This design comes from an exercise in tuning for small area, a short achievable clock period and few clock cycles on the open sky130 flow, not from production work.
RTL that was checked went through simulation tests only; none was proved equivalent to the original.
Power is estimated from default activity; no workload was simulated.

==> flow/design.v (excerpt) <==
module sap1(
    input        clk,
    input        clr,
    input        prog_we,
    input  [3:0] prog_addr,
    input  [7:0] prog_data,
    output [7:0] OUT,
    output       out_valid,
    output       halted,
    output [7:0] ACC
    );
Size: ~460 cells after synthesis, about 160 flip-flops.
==> flow/config.mk <==
export PLATFORM = sky130hd
export DESIGN_NAME = sap1
export DESIGN_NICKNAME = sap1
export VERILOG_FILES = /design/flow/design.v
export SDC_FILE = /design/flow/constraint.sdc
export NUM_CORES = 4
export LEC_CHECK = 0
export CAP_MARGIN = 20
export CORE_MARGIN = 2
export CORE_UTILIZATION = 60
export CTS_BUF_LIST = sky130_fd_sc_hd__clkbuf_8
export CTS_CLUSTER_SIZE = 40
export PLACE_DENSITY = 0.7
export SETUP_SLACK_MARGIN = 2.0
export SLEW_MARGIN = 20
==> flow/constraint.sdc <==
create_clock -name core_clock -period 4.0 [get_ports {clk}]
set_input_delay 0.8000 -clock core_clock [delete_from_list [all_inputs] [get_ports {clk}]]
set_output_delay 0.8000 -clock core_clock [all_outputs]
set_load 0.01 [all_outputs]
standard.sh (not shown) runs the stock make flow with config.mk's settings and CLKGATE_MAP_FILE= SYNTH_SCRIPT=/design/flow/synth_recipe.tcl, a recipe that flattens the netlist after the stock synthesis.
==> flow/flow/run.sh <==
#!/bin/bash
# Standard layout, with the port buffers made of plain buffers, cell sizing
# free to change a cell's footprint, and clock tree synthesis without dummy
# loads.
set -euo pipefail
bash standard.sh MATCH_CELL_FOOTPRINT=0 \
    "BUFFER_PORTS_ARGS=-buffer_cell sky130_fd_sc_hd__buf_2" \
    "CTS_ARGS=-sink_clustering_enable -repair_clock_nets -sink_clustering_size 40 -buf_list sky130_fd_sc_hd__clkbuf_8 -dont_use_dummy_load" \
    REMOVE_ABC_BUFFERS=1 \
    finish > standard.log 2>&1
Testbench counts at the start, summed over its fixed seeds: cycles 7,923.
Then changed:
==> flow/flow/run.sh (replaced) <==
#!/bin/bash
# Standard layout, with the port buffers made of plain buffers and cell
# sizing free to change a cell's footprint.
set -euo pipefail
bash standard.sh MATCH_CELL_FOOTPRINT=0 \
    "BUFFER_PORTS_ARGS=-buffer_cell sky130_fd_sc_hd__buf_2" \
    finish > standard.log 2>&1
- PLACE_DENSITY: 0.7 -> unset
- SETUP_SLACK_MARGIN: 2.0 -> 2.1
Setup slack degrades by 0.043 ns. First-iteration DRC count went up by well over a third. Cell area went up by a few percent. Utilization went up by 3.9 points. Maximum frequency went down by a few percent. Flip-flop and latch count does not change.
Then changed:
==> flow/flow/run.sh (replaced) <==
#!/bin/bash
# Standard layout, with the port buffers made of plain buffers, cell sizing
# free to change a cell's footprint, and clock tree synthesis without dummy
# loads.
set -euo pipefail
bash standard.sh MATCH_CELL_FOOTPRINT=0 \
    "BUFFER_PORTS_ARGS=-buffer_cell sky130_fd_sc_hd__buf_2" \
    "CTS_ARGS=-sink_clustering_enable -repair_clock_nets -sink_clustering_size 40 -buf_list sky130_fd_sc_hd__clkbuf_8 -dont_use_dummy_load" \
    REMOVE_ABC_BUFFERS=1 \
    finish > standard.log 2>&1
Effect:
- worst setup slack gets better by 0.0093 ns
- via count is lower by 2.5%
- register-to-register slack hardly moves
- global-route usage fell by 1.1 points
- final area is lower by 4.3%
Then changed:
- CORE_UTILIZATION: 60 -> 50
- SETUP_SLACK_MARGIN: 2.1 -> 2.0
The new run completed with no timing, DRC or antenna violations.
Count of clock-buffer cells in the layout is unchanged.
Sequential power hardly moves.
Worst setup slack stays flat.
Non-clock buffer count falls by 1.
Total power stays flat.
Combinational power falls by 3.6%.
Critical path depth rises by 2.
Sequential share of layout area rises by 0.38 points.
Area after synthesis is unchanged.
Then changed:
==> flow/flow/run.sh (replaced) <==
#!/bin/bash
# Standard layout, with the port buffers made of plain buffers and cell
# sizing free to change a cell's footprint.
set -euo pipefail
bash standard.sh MATCH_CELL_FOOTPRINT=0 \
    "BUFFER_PORTS_ARGS=-buffer_cell sky130_fd_sc_hd__buf_2" \
    finish > standard.log 2>&1
- CORE_UTILIZATION: 50 -> 60
- SYNTH_HIERARCHICAL: unset -> 1
- global-route usage went up by 3.7 points
- sequential power hardly moves
- clock-buffer cell count does not change
- power rose by 7.6%
- area after synthesis rose by 1.3%
- register-to-register slack gets better by 0.02 ns
- hold slack improved by 0.014 ns
- via count grows by 4.1%
Then changed:
==> flow/flow/run.sh (replaced) <==
#!/bin/bash
# Standard layout, with the port buffers made of plain buffers, cell sizing
# free to change a cell's footprint, and clock tree synthesis without dummy
# loads.
set -euo pipefail
bash standard.sh MATCH_CELL_FOOTPRINT=0 \
    "BUFFER_PORTS_ARGS=-buffer_cell sky130_fd_sc_hd__buf_2" \
    "CTS_ARGS=-sink_clustering_enable -repair_clock_nets -sink_clustering_size 40 -buf_list sky130_fd_sc_hd__clkbuf_8 -dont_use_dummy_load" \
    SKIP_GATE_CLONING=1 \
    finish > standard.log 2>&1
- SYNTH_HIERARCHICAL: 1 -> unset
What happened: Cell count shrinks by 1.2%; non-clock buffer count grows by 18; fmax increases by 1.4%.

========
Setup of west:
Another version of the RTL of sap1 (not shown whole).
Size in the first run: roughly 480 cells after synthesis, roughly 160 flip-flops, about 33 I/O pins.
clock: 4.0 ns
lec_check: 0
cap_margin: 20
core_margin: 2
core_utilization: 40
setup_slack_margin: 1.2
slew_margin: 20
run.sh (not shown) runs the stock make flow with config.mk's settings and CLKGATE_MAP_FILE= SYNTH_SCRIPT=/design/flow/synth_recipe.tcl, a recipe that flattens the netlist after the stock synthesis.
Stock flow here: none of the scripts above is used.
west reached the end of the flow, and the finished layout is clean on the timing, DRC and antenna checks.
Inputs modified between west and north:
- SETUP_SLACK_MARGIN now 2.6, was 1.2
Results
Delta (north minus west): clock share of power shows a reduction of 2.2 points; area of the mapped netlist shows no meaningful change; worst setup timing slack at the placement stage shows a reduction of 0.13 ns; power density normalized to cell area shows a reduction of 31 nW/um^2; maximum frequency shows an increase of 110 MHz. Share of cell area taken by flip-flops and latches: north vs west down 5.2 points. Power: north draws more than west. [compare] base=west new=north: clock latency on the worst-skew pair neither gained nor lost much; overall routing resource usage picked up an extra 2.0 points; power attributed to combinational cells picked up an extra 37%.
Function was not checked in any run of this note: the RTL went through the layout flow alone.

========
try-garnet:
sap1, a different RTL version from the one above (not shown whole).
For scale: about 470 cells after synthesis, ~170 flip-flops, roughly 33 I/O pins.
export LEC_CHECK = 0
export CAP_MARGIN = 20
export CORE_MARGIN = 2
export CORE_UTILIZATION = 75
export CTS_BUF_LIST = sky130_fd_sc_hd__clkbuf_8
export CTS_CLUSTER_SIZE = 40
export SETUP_SLACK_MARGIN = 2.0
export SLEW_MARGIN = 20
create_clock -name core_clock -period 4.0 [get_ports {clk}]
standard.sh (not shown) runs the stock make flow with config.mk's settings and CLKGATE_MAP_FILE= SYNTH_SCRIPT=/design/flow/synth_recipe.tcl, a recipe that flattens the netlist after the stock synthesis.
==> flow/flow/run.sh <==
#!/bin/bash
# Standard layout, with the port buffers made of plain buffers and cell
# sizing free to change a cell's footprint.
set -euo pipefail
bash standard.sh MATCH_CELL_FOOTPRINT=0 \
    "BUFFER_PORTS_ARGS=-buffer_cell sky130_fd_sc_hd__buf_2" \
    finish > standard.log 2>&1
try-garnet did not stop at any stage, and its layout met the timing, DRC and antenna checks.
Testbench counts of try-garnet, summed over its fixed seeds: cycles 7,923.
## Diff of input files: try-cedar against try-garnet
Settings: changing CORE_UTILIZATION from 75 to 60.
## What came out
- try-cedar: no failed stages, no open violations at the end
- Compared with try-garnet, try-cedar shows a lower fraction of the cycle the final worst path needs.
- try-garnet -> try-cedar: number of cells traversed by the worst register-to-register path delta 0, exact match
- Between try-garnet and try-cedar, worst-margin pin slew increased.
- Looking at met1 usage, try-cedar sits below try-garnet.
- Taking try-garnet as the reference, in try-cedar amount of wire on met3 after detailed routing now sits lower, global-route usage over all layers now sits lower, power density over cell area now sits lower.
- Cmp try-cedar vs try-garnet: maximum fanout encountered on the critical timing path lower in try-cedar
- As of try-cedar, net switching power of the design had fallen slightly compared to try-garnet.
- try-cedar vs. try-garnet: final weighted congestion in routability-driven placement went up by about 3%.
## Diff of input files: try-maple against try-cedar
Settings: SETUP_SLACK_MARGIN changed from 2.0 to 2.3.
--- outcome ---
Of try-cedar and try-maple, try-maple shows the lower portion of the clock cycle consumed by the worst path in the final layout, with try-cedar above it. Compared with try-cedar, total non-filler cell area in the finished layout in try-maple increased by a little under 10%. Vias after detailed routing grows by a little under 10% when moving from try-cedar to try-maple. Cell count (lower): try-cedar.

========
Setup of lagoon:
sap1 with an RTL version that a note above also has.
For scale: roughly 160 flip-flops, about 7600 um2 of cells after synthesis.
Settings: LEC_CHECK=0, CAP_MARGIN=20, CORE_MARGIN=2, CORE_UTILIZATION=60, CTS_BUF_LIST=sky130_fd_sc_hd__clkbuf_8, CTS_CLUSTER_SIZE=40, SETUP_SLACK_MARGIN=2.1, SLEW_MARGIN=20; clock period 4.0 ns.
==> flow/flow/run.sh <==
#!/bin/bash
# Standard layout, with the port buffers made of plain buffers, cell sizing
# free to change a cell's footprint, and clock tree synthesis without dummy
# loads.
set -euo pipefail
bash standard.sh MATCH_CELL_FOOTPRINT=0 \
    "BUFFER_PORTS_ARGS=-buffer_cell sky130_fd_sc_hd__buf_2" \
    "CTS_ARGS=-sink_clustering_enable -repair_clock_nets -sink_clustering_size 40 -buf_list sky130_fd_sc_hd__clkbuf_8 -dont_use_dummy_load" \
    finish > standard.log 2>&1
lagoon completed every stage of the flow, and the final layout passed the timing, DRC and antenna checks.
Testbench counts of lagoon, summed over its fixed seeds: cycles 7,923.
Inputs modified between lagoon and quartz:
Settings: changing SETUP_SLACK_MARGIN from 2.1 to 2.0.
--- a/flow/flow/run.sh
+++ b/flow/flow/run.sh
@@ -5,5 +5,6 @@
 set -euo pipefail
 bash standard.sh MATCH_CELL_FOOTPRINT=0 \
-    "BUFFER_PORTS_ARGS=-buffer_cell sky130_fd_sc_hd__buf_2" \
+    "BUFFER_PORTS_ARGS=-buffer_cell sky130_fd_sc_hd__buf_1" \
     "CTS_ARGS=-sink_clustering_enable -repair_clock_nets -sink_clustering_size 40 -buf_list sky130_fd_sc_hd__clkbuf_8 -dont_use_dummy_load" \
+    REMOVE_ABC_BUFFERS=1 \
     finish > standard.log 2>&1
--- outcome ---
Between quartz and lagoon, the difference in DRC violation count after routing is negligible. Compared with lagoon, quartz shows a lower switching fraction of total power. Global-route usage over all layers (lower): quartz. quartz: largest stage delay on the critical path 0.02 ns below lagoon. In quartz, the detailed-routing iteration count for the pre-antenna-repair pass came out 1 above the value in lagoon. Taking lagoon as the reference, in quartz worst setup margin has increased, utilization has decreased, maximum frequency has increased, combinational cell fraction of total power has decreased. NOTE total power lagoon->quartz decreased by a few percent.

==> separate check: timing with driven ports <==
In the flow no input, the clock included, has a driving cell. The finished layouts below were timed again as built, in two steps. Step 1 assumes that a clkbuf_16 drives the clock port and a buf_2 every other input. Step 2, shift: input delay + t, output delay - t, t = (earliest + latest rising clock arrival at the registers) / 2. This alone moves slack from input paths to output paths. Slacks: no drivers / after step 1 / after step 2; pairs: no drivers / after step 1.
| run | shift t [ns] | slack for setup (ns) | slew at the worst register clock pin (ns) | cell pins on the clock port's net |
|---|---|---|---|---|
| the first run of note 1 | 0.495 | 2.038 / 2.054 / 1.561 | 0.08 / 0.08 | 1 |
| the second run of note 1 | 0.485 | 1.995 / 1.995 / 1.707 | 0.09 / 0.09 | 1 |
| the third run of note 1 | 0.478 | 2.004 / 2.004 / 1.652 | 0.08 / 0.08 | 1 |
| the fourth run of note 1 | 0.480 | 2.007 / 2.007 / 1.554 | 0.09 / 0.09 | 1 |
| the fifth run of note 1 | 0.486 | 1.949 / 1.964 / 1.477 | 0.10 / 0.10 | 1 |
| the sixth run of note 1 | 0.477 | 1.978 / 1.978 / 1.594 | 0.08 / 0.08 | 1 |
| west | 0.457 | 1.364 / 1.382 / 0.925 | 0.06 / 0.06 | 1 |
| north | 0.465 | 1.954 / 1.954 / 1.580 | 0.06 / 0.06 | 1 |
| try-garnet | 0.476 | 1.913 / 1.928 / 1.452 | 0.09 / 0.09 | 1 |
| try-cedar | 0.488 | 2.017 / 2.017 / 1.547 | 0.08 / 0.08 | 1 |
| try-maple | 0.486 | 2.047 / 2.047 / 1.766 | 0.09 / 0.09 | 1 |
| lagoon | 0.479 | 2.000 / 2.000 / 1.655 | 0.08 / 0.08 | 1 |
| quartz | 0.466 | 2.044 / 2.044 / 1.605 | 0.08 / 0.08 | 1 |
After both steps every run listed still meets setup and hold. The setup slack of the first run of note 1, which loses most, moves by +0.016 ns with the drivers and by -0.477 ns with both steps.
